Background: an optimization exercise with open tools, aiming at small area, a short achievable clock period and few clock cycles. Do not read the settings as production practice.
RTL that was checked went through simulation tests only; none was proved equivalent to the original.
Power and IR drop assume default switching activity.

Design zhxpu_core, start of the top module:
module zhxpu_core(
	input clk,
	input rst,
	output wire [15:0] imem_addr,
	input [15:0] imem_rdata,
	input imem_ready,
	output wire [15:0] dmem_addr,
	output wire [15:0] dmem_wdata,
	output wire dmem_we,
	output wire dmem_re,
	input [15:0] dmem_rdata,
	input dmem_ready
);
For scale: roughly 280 flip-flops, ~0.017 mm2 of cells after synthesis.
export LEC_CHECK = 0
export ABC_AREA = 1
export CAP_MARGIN = 20
export CORE_MARGIN = 2
export CORE_UTILIZATION = 60
export CTS_BUF_LIST = sky130_fd_sc_hd__clkbuf_8
export SETUP_SLACK_MARGIN = 5
export SLEW_MARGIN = 20
export TNS_END_PERCENT = 10
create_clock -name core_clock -period 9.0 [get_ports {clk}]
standard.sh (not shown) runs the stock make flow with config.mk's settings and CLKGATE_MAP_FILE= SYNTH_SCRIPT=/design/flow/synth_recipe.tcl, a recipe that flattens the netlist after the stock synthesis.
==> flow/flow/run.sh <==
#!/bin/bash
set -euo pipefail
bash standard.sh "BUFFER_PORTS_ARGS=-buffer_cell sky130_fd_sc_hd__buf_2" SETUP_SLACK_MARGIN=5.5 finish > standard_flow.log 2>&1
Edit:
--- a/flow/design.v
+++ b/flow/design.v
@@ -16,17 +16,17 @@
 	reg [15:0] ir;           
 	reg ir_sp, ir_ih, ir_ra;  
 	reg [7:0] a_sel, b_sel;   
 	reg [15:0] gpr [0:7];
 	reg [15:0] sp, ih, ra;
 	reg t;
 	reg [15:0] ex_a, ex_b;   
 	reg ex_cin;
-	reg ex_and, ex_or, ex_shl, ex_sh, ex_arith;
+	reg ex_add, ex_and, ex_or, ex_shl, ex_shr, ex_sh, ex_arith;
 	reg ex_ld, ex_st, ex_cmp, ex_wr, ex_br;
 	reg [3:0] ex_dst;        
 	wire ex_mem = ex_ld | ex_st;
 	wire hold = !imem_ready || (ex_mem && !dmem_ready);
 	wire [15:0] sum;
 	zx_add16 u_alu_add(.a(ex_a), .b(ex_b), .cin(ex_cin), .s(sum));
 	wire [15:0] add_p = ex_a ^ ex_b;
 	wire [15:0] add_k = {ex_a[14:0] | ex_b[14:0], ex_cin};
@@ -43,22 +43,21 @@
 	wire [15:0] sh2 = ex_a[1] ? {{2{fill}}, sh1[15:2]} : sh1;
 	wire [15:0] sh4 = ex_a[2] ? {{4{fill}}, sh2[15:4]} : sh2;
 	wire [15:0] sh8 = ex_a[3] ? {{8{fill}}, sh4[15:8]} : sh4;
 	wire [15:0] shr = big ? {16{fill}} : sh8;
 	wire [15:0] shr_rev;
 	generate for (gi = 0; gi < 16; gi = gi + 1) begin : g_rev2
 		assign shr_rev[gi] = shr[15 - gi];
 	end endgenerate
-	wire ex_add = !(ex_ld | ex_and | ex_or | ex_sh);
-	wire [15:0] oth = ({16{ex_ld}} & dmem_rdata) | ({16{ex_and}} & (ex_a & ex_b))
-		| ({16{ex_or}} & (ex_a | ex_b)) | ({16{ex_sh & ex_shl}} & shr_rev)
-		| ({16{ex_sh & !ex_shl}} & shr);
+	wire [15:0] oth_fast = ({16{ex_and}} & (ex_a & ex_b)) | ({16{ex_or}} & (ex_a | ex_b));
+	wire [15:0] oth = oth_fast | ({16{ex_ld}} & dmem_rdata)
+		| ({16{ex_shl}} & shr_rev) | ({16{ex_shr}} & shr);
 	wire [15:0] ex_res = ex_add ? sum : oth;
-	wire ex_zero = ex_add ? add_zero : ~|oth;
+	wire ex_zero = ex_add ? add_zero : ~|oth_fast;
 	wire ex_t = !add_zero;   
 	assign dmem_addr = ex_a;
 	assign dmem_wdata = ex_b;
 	assign dmem_we = ex_st;
 	assign dmem_re = ex_ld;
 	always @(posedge clk) begin
 		if (ex_wr) begin
 			case (ex_dst)
@@ -133,27 +132,31 @@
 	wire [15:0] b_val = fwd_b ? ex_res : b_reg;
 	wire t_val = ex_cmp ? ex_t : t;
 	wire [15:0] sext8 = {{8{ir[7]}}, ir[7:0]};
 	wire [15:0] sext4 = {{12{ir[3]}}, ir[3:0]};
 	wire [15:0] sext5 = {{11{ir[4]}}, ir[4:0]};
 	wire [15:0] sext11 = {{5{ir[10]}}, ir[10:0]};
 	wire [3:0] shamt = (ir[4:2] == 3'b000) ? 4'd8 : {1'b0, ir[4:2]};
 	wire br_rel = i_b | i_beqz | i_bnez | i_bteqz | i_btnez;
-	wire [15:0] tgt_base = br_rel ? pc : a_reg;
 	wire off5 = i_lw | i_sw;
-	wire [15:0] tgt_off = ({16{i_b}} & sext11) | ({16{off5}} & sext5) | ({16{!i_b & !off5}} & sext8);
-	wire [15:0] agu;
-	zx_add16 u_agu(.a(tgt_base), .b(tgt_off), .cin(1'b0), .s(agu));
+	wire [7:0] mem_off = off5 ? {{3{ir[4]}}, ir[4:0]} : ir[7:0];
+	wire off_neg = off5 ? ir[4] : ir[7];
+	wire [8:0] agu_lo = {1'b0, a_reg[7:0]} + {1'b0, mem_off};
+	wire [7:0] agu_inc = a_reg[15:8] + 8'd1;
+	wire [7:0] agu_dec = a_reg[15:8] - 8'd1;
+	wire [7:0] agu_hi = (agu_lo[8] == off_neg) ? a_reg[15:8] : (off_neg ? agu_dec : agu_inc);
+	wire [15:0] agu = {agu_hi, agu_lo[7:0]};
+	wire [15:0] br_off = i_b ? sext11 : sext8;
+	wire [15:0] br_target = pc + br_off;
 	wire ex_slow = ex_sh | ex_ld;
 	wire stall = fwd_a && (i_mem || ((i_beqz | i_bnez | br_jump) && ex_slow));
 	wire a_zero = fwd_a ? ex_zero : (a_reg == 16'b0);
 	wire taken = i_b | (i_beqz & a_zero) | (i_bnez & !a_zero)
 		| (i_bteqz & !t_val) | (i_btnez & t_val) | br_jump;
-	wire [15:0] br_target = agu;
 	wire [15:0] pc_inc = pc + 16'd1;
 	wire [15:0] br_dest = br_jump ? a_val : br_target;
 	wire [15:0] pc_next = taken ? br_dest : pc_inc;
 	wire i_addu_subu = g_11100;
 	wire s1_a = i_addiu | i_addiu3 | i_addsp | g_11100 | i_and | i_or | i_cmp | i_srav
 		| i_mfih | i_mtih;
 	wire s1_agu = i_mem;
 	wire s1_pc = d_br | (i_mfpc & !ex_br);
@@ -221,16 +224,18 @@
 			ex_cmp <= d_cmp & !stall;
 			ex_wr <= d_wr & !stall;
 			ex_br <= d_br & !stall;
 		end
 	end
 	always @(posedge clk) begin
 		if (!hold) begin
 			ex_a <= op1; ex_b <= op2; ex_cin <= d_cin;
+			ex_add <= !(d_ld | d_and | d_or | d_sh);
+			ex_shr <= d_sh & !d_shl;
 			ex_and <= d_and; ex_or <= d_or; ex_shl <= d_shl;
 			ex_sh <= d_sh; ex_arith <= d_arith; ex_dst <= d_dst;
 		end
 	end
 endmodule
 module zx_add16(
 	input [15:0] a,
 	input [15:0] b,
Global-route usage came out higher by 0.80 points.
Via count came out higher by 11%.
Clock power came out higher by about 10%.
Core utilization came out lower by 3.3 points.
Wire length came out higher by 9.2%.
Non-clock buffer count came out lower by 41.
Final area came out higher by 4.8%.
Total power came out higher by 6.3%.
No functional check of the RTL was part of any run of this note.


sierra:
RTL: one of the versions met above, not the one the previous note started from.
Size in the first run: about 2400 cells after synthesis, ~280 flip-flops, ~86 I/O pins.
==> flow/config.mk <==
export PLATFORM = sky130hd
export DESIGN_NAME = zhxpu_core
export DESIGN_NICKNAME = zhxpu_core
export VERILOG_FILES = /design/flow/design.v
export SDC_FILE = /design/flow/constraint.sdc
export NUM_CORES = 4
export LEC_CHECK = 0
export ABC_AREA = 1
export CAP_MARGIN = 20
export CORE_MARGIN = 2
export CORE_UTILIZATION = 60
export CTS_BUF_LIST = sky130_fd_sc_hd__clkbuf_8
export SETUP_SLACK_MARGIN = 5
export SLEW_MARGIN = 20
export TNS_END_PERCENT = 10
==> flow/constraint.sdc <==
create_clock -name core_clock -period 9.0 [get_ports {clk}]
set_input_delay 1.8000 -clock core_clock [delete_from_list [all_inputs] [get_ports {clk}]]
set_output_delay 1.8000 -clock core_clock [all_outputs]
set_load 0.01 [all_outputs]
==> flow/flow/run.sh <==
#!/bin/bash
set -euo pipefail
bash standard.sh "BUFFER_PORTS_ARGS=-buffer_cell sky130_fd_sc_hd__buf_2" SETUP_SLACK_MARGIN=6 finish > standard_flow.log 2>&1
sierra: done, clean on timing, DRC and antenna
Input-level comparison between xenon and sierra:
--- a/flow/design.v
+++ b/flow/design.v
@@ -12,25 +12,25 @@
 	input [15:0] dmem_rdata,
 	input dmem_ready
 );
 	reg [15:0] pc;           
 	reg [15:0] ir;           
 	reg ir_sp, ir_ih, ir_ra;  
 	reg [7:0] a_sel, b_sel;   
 	reg [15:0] gpr [0:7];
 	reg [15:0] sp, ih, ra;
 	reg t;
 	reg [15:0] ex_a, ex_b;   
 	reg ex_cin;
-	reg ex_add, ex_and, ex_or, ex_shl, ex_shr, ex_sh, ex_arith;
+	reg ex_and, ex_or, ex_shl, ex_sh, ex_arith;
 	reg ex_ld, ex_st, ex_cmp, ex_wr, ex_br;
 	reg [3:0] ex_dst;        
 	wire ex_mem = ex_ld | ex_st;
 	wire hold = !imem_ready || (ex_mem && !dmem_ready);
 	wire [15:0] sum;
 	zx_add16 u_alu_add(.a(ex_a), .b(ex_b), .cin(ex_cin), .s(sum));
 	wire [15:0] add_p = ex_a ^ ex_b;
 	wire [15:0] add_k = {ex_a[14:0] | ex_b[14:0], ex_cin};
 	wire add_zero = &(add_p ~^ add_k);
 	wire [15:0] b_rev;
 	genvar gi;
 	generate for (gi = 0; gi < 16; gi = gi + 1) begin : g_rev
@@ -39,29 +39,30 @@
 	wire [15:0] sh_in = ex_shl ? b_rev : ex_b;
 	wire fill = ex_arith & ex_b[15];
 	wire big = |ex_a[15:4];
 	wire [15:0] sh1 = ex_a[0] ? {fill, sh_in[15:1]} : sh_in;
 	wire [15:0] sh2 = ex_a[1] ? {{2{fill}}, sh1[15:2]} : sh1;
 	wire [15:0] sh4 = ex_a[2] ? {{4{fill}}, sh2[15:4]} : sh2;
 	wire [15:0] sh8 = ex_a[3] ? {{8{fill}}, sh4[15:8]} : sh4;
 	wire [15:0] shr = big ? {16{fill}} : sh8;
 	wire [15:0] shr_rev;
 	generate for (gi = 0; gi < 16; gi = gi + 1) begin : g_rev2
 		assign shr_rev[gi] = shr[15 - gi];
 	end endgenerate
-	wire [15:0] oth_fast = ({16{ex_and}} & (ex_a & ex_b)) | ({16{ex_or}} & (ex_a | ex_b));
-	wire [15:0] oth = oth_fast | ({16{ex_ld}} & dmem_rdata)
-		| ({16{ex_shl}} & shr_rev) | ({16{ex_shr}} & shr);
+	wire ex_add = !(ex_ld | ex_and | ex_or | ex_sh);
+	wire [15:0] oth = ({16{ex_ld}} & dmem_rdata) | ({16{ex_and}} & (ex_a & ex_b))
+		| ({16{ex_or}} & (ex_a | ex_b)) | ({16{ex_sh & ex_shl}} & shr_rev)
+		| ({16{ex_sh & !ex_shl}} & shr);
 	wire [15:0] ex_res = ex_add ? sum : oth;
-	wire ex_zero = ex_add ? add_zero : ~|oth_fast;
+	wire ex_zero = ex_add ? add_zero : ~|oth;
 	wire ex_t = !add_zero;   
 	assign dmem_addr = ex_a;
 	assign dmem_wdata = ex_b;
 	assign dmem_we = ex_st;
 	assign dmem_re = ex_ld;
 	always @(posedge clk) begin
 		if (ex_wr) begin
 			case (ex_dst)
 				4'd8: sp <= ex_res;
 				4'd9: ih <= ex_res;
 				4'd10: ra <= ex_res;
 				default: gpr[ex_dst[2:0]] <= ex_res;
@@ -220,26 +221,24 @@
 			ex_br <= 1'b0;
 		end else if (!hold) begin
 			ex_ld <= d_ld & !stall;
 			ex_st <= d_st & !stall;
 			ex_cmp <= d_cmp & !stall;
 			ex_wr <= d_wr & !stall;
 			ex_br <= d_br & !stall;
 		end
 	end
 	always @(posedge clk) begin
 		if (!hold) begin
 			ex_a <= op1; ex_b <= op2; ex_cin <= d_cin;
-			ex_add <= !(d_ld | d_and | d_or | d_sh);
-			ex_shr <= d_sh & !d_shl;
 			ex_and <= d_and; ex_or <= d_or; ex_shl <= d_shl;
 			ex_sh <= d_sh; ex_arith <= d_arith; ex_dst <= d_dst;
 		end
 	end
 endmodule
 module zx_add16(
 	input [15:0] a,
 	input [15:0] b,
 	input cin,
 	output [15:0] s
 );
 	wire [15:0] p = a ^ b;
[summary]
- xenon: full flow OK, the timing, design-rule and antenna checks passed
- Relative to sierra, the synthesized area of xenon is lower by 1000 um2.
- In the final reports, the cell area of xenon is smaller than that of sierra.
- Summary of xenon over sierra: wire length the detailed router placed on met1 went down; proportion of power drawn by combinational gates moved down; count of clock-buffer cells in the layout held steady; adder and majority gate portion of the synthesized area increased 0.31 points.
- Going from sierra to xenon, count of flip-flops with a built-in enable after synthesis now smaller, multiplexer area fraction after synthesis did not really move.
- xenon has post-route clock period utilization above what sierra had.
- When xenon is set beside sierra, its number of antenna violations at the first check in global routing turns out to be 3 smaller.
- The proportion of cell area occupied by registers of xenon exceeds that of sierra by 1.1 points.
- In xenon, the register bit total from synthesis came out 2 below the value in sierra.
- The post-synthesis xor/xnor area fraction on sierra is in line with that on xenon.
- Via count: xenon vs sierra down 844
Testbench counts of xenon, summed over its fixed seeds: cycles 41,488.
No functional check of the RTL was part of sierra.


== run 1 ==
Another version of the RTL of zhxpu_core (not shown whole).
Size: ~2000 cells after synthesis, roughly 86 I/O pins, roughly 16000 sq um of cells after synthesis.
make LEC_CHECK=0 ABC_AREA=1 CAP_MARGIN=20 CORE_MARGIN=2 CORE_UTILIZATION=60 CTS_BUF_LIST=sky130_fd_sc_hd__clkbuf_8 SETUP_SLACK_MARGIN=5 SLEW_MARGIN=20 TNS_END_PERCENT=10 finish   # period 9.0 ns
run.sh (not shown) runs the stock make flow with config.mk's settings and CLKGATE_MAP_FILE= SYNTH_SCRIPT=/design/flow/synth_recipe.tcl, a recipe that flattens the netlist after the stock synthesis.
Stock flow here: none of the scripts above is used.
Having completed the whole flow, run 1 delivered a layout that passed the timing, design-rule and antenna checks.
> inputs changed (run 1 -> run 3)
-- flow/design.v --
<<< run 1, line 120
		b_reg = 16'b0;
		for (ri = 0; ri < 8; ri = ri + 1) begin
			a_gpr = a_gpr | (gpr[ri] & {16{rx == ri && !ir_spec}});
			b_reg = b_reg | (gpr[ri] & {16{b_idx == ri}});
		end
	end
	wire [15:0] a_reg = a_gpr | ({16{ir_sp}} & sp) | ({16{ir_ih}} & ih) | ({16{ir_ra}} & ra);
	wire ex_wr_gpr = ex_wr && !ex_dst[3];
	wire fwd_a = ir_sp ? (ex_wr && ex_dst == 4'd8) :
>>> run 3, line 120
		b_reg = 16'b0;
		for (ri = 0; ri < 8; ri = ri + 1) begin
			a_gpr = a_gpr | (gpr[ri] & {16{rx == ri}});
			b_reg = b_reg | (gpr[ri] & {16{b_idx == ri}});
		end
	end
	wire [15:0] a_reg = ({16{!ir_spec}} & a_gpr) | ({16{ir_sp}} & sp) | ({16{ir_ih}} & ih) | ({16{ir_ra}} & ra);
	wire ex_wr_gpr = ex_wr && !ex_dst[3];
	wire fwd_a = ir_sp ? (ex_wr && ex_dst == 4'd8) :
==> run notes <==
Run 3: all stages complete, timing, DRC and antenna checks passed
Area growth from synthesis to final layout across run 1 and run 3: no real change.
Between run 3 and run 1, it is run 3 whose utilization is higher, by 0.26 points.
On synthesized cell count: between run 1 and run 3, it ends up lower for run 1.
On run 3: slew at the pin with the worst max-slew slack is 0.14 ns higher than what run 1 gave.
For the worst hold slack, run 3 came in 0.0051 ns higher than run 1 did.
Run 1 and run 3 ended up with nearly the same total area of sequential cells.
Area enclosed by the die boundary delta (run 3 -> run 1): insignificant
Run 3 vs run 1 — pin count of the biggest net entering global routing climbed by a few percent
Per the comparison of run 3 with run 1, final sequential cell count saw little to no change; sum of routed wire length over all layers saw an increase.
Testbench counts of run 3, summed over its fixed seeds: cycles 41,488.
For run 1, only the layout was checked, not whether the RTL still works.

-- what the ideal ports hide --
The results above use ideal ports. As a check the final layouts listed here were re-extracted and re-timed, cells and wires unchanged.
Step 1 sets driving cells, clkbuf_16 on the clock port and buf_2 on the other inputs (assumed; they add their load-dependent delay and slew).
Step 2 times the ports against the registers' clock, not the clock port: input delays grow and output delays shrink by t, the midpoint of the rising clock arrivals with the driver on.
Three values: ideal, step 1, step 2; two values: the first two.
| run | t, ns | setup slack, ns | hold WS [ns] | worst register clock-pin slew, ns | worst slew at a driven data input, ns |
|---|---|---|---|---|---|
| the first run of note 1 | 0.615 | 5.048 / 5.048 / 4.605 | 0.479 / 0.479 / 0.479 | 0.08 / 0.08 | 0.04 |
| the second run of note 1 | 0.621 | 5.513 / 5.513 / 5.018 | 0.518 / 0.518 / 0.518 | 0.07 / 0.07 | 0.04 |
| sierra | 0.623 | 5.809 / 5.759 / 5.441 | 0.496 / 0.496 / 0.496 | 0.07 / 0.07 | 0.04 |
| xenon | 0.611 | 5.313 / 5.313 / 5.003 | 0.498 / 0.498 / 0.498 | 0.08 / 0.08 | 0.04 |
| run 1 | 0.631 | 4.639 / 4.639 / 4.236 | 0.473 / 0.473 / 0.473 | 0.07 / 0.07 | 0.05 |
| run 3 | 0.635 | 4.673 / 4.673 / 4.340 | 0.478 / 0.478 / 0.478 | 0.07 / 0.07 | 0.04 |
After both steps every run listed still meets setup and hold. For the second run of note 1, which loses most, drivers alone change the setup slack by 0.000 ns; drivers and shift together by -0.495 ns.
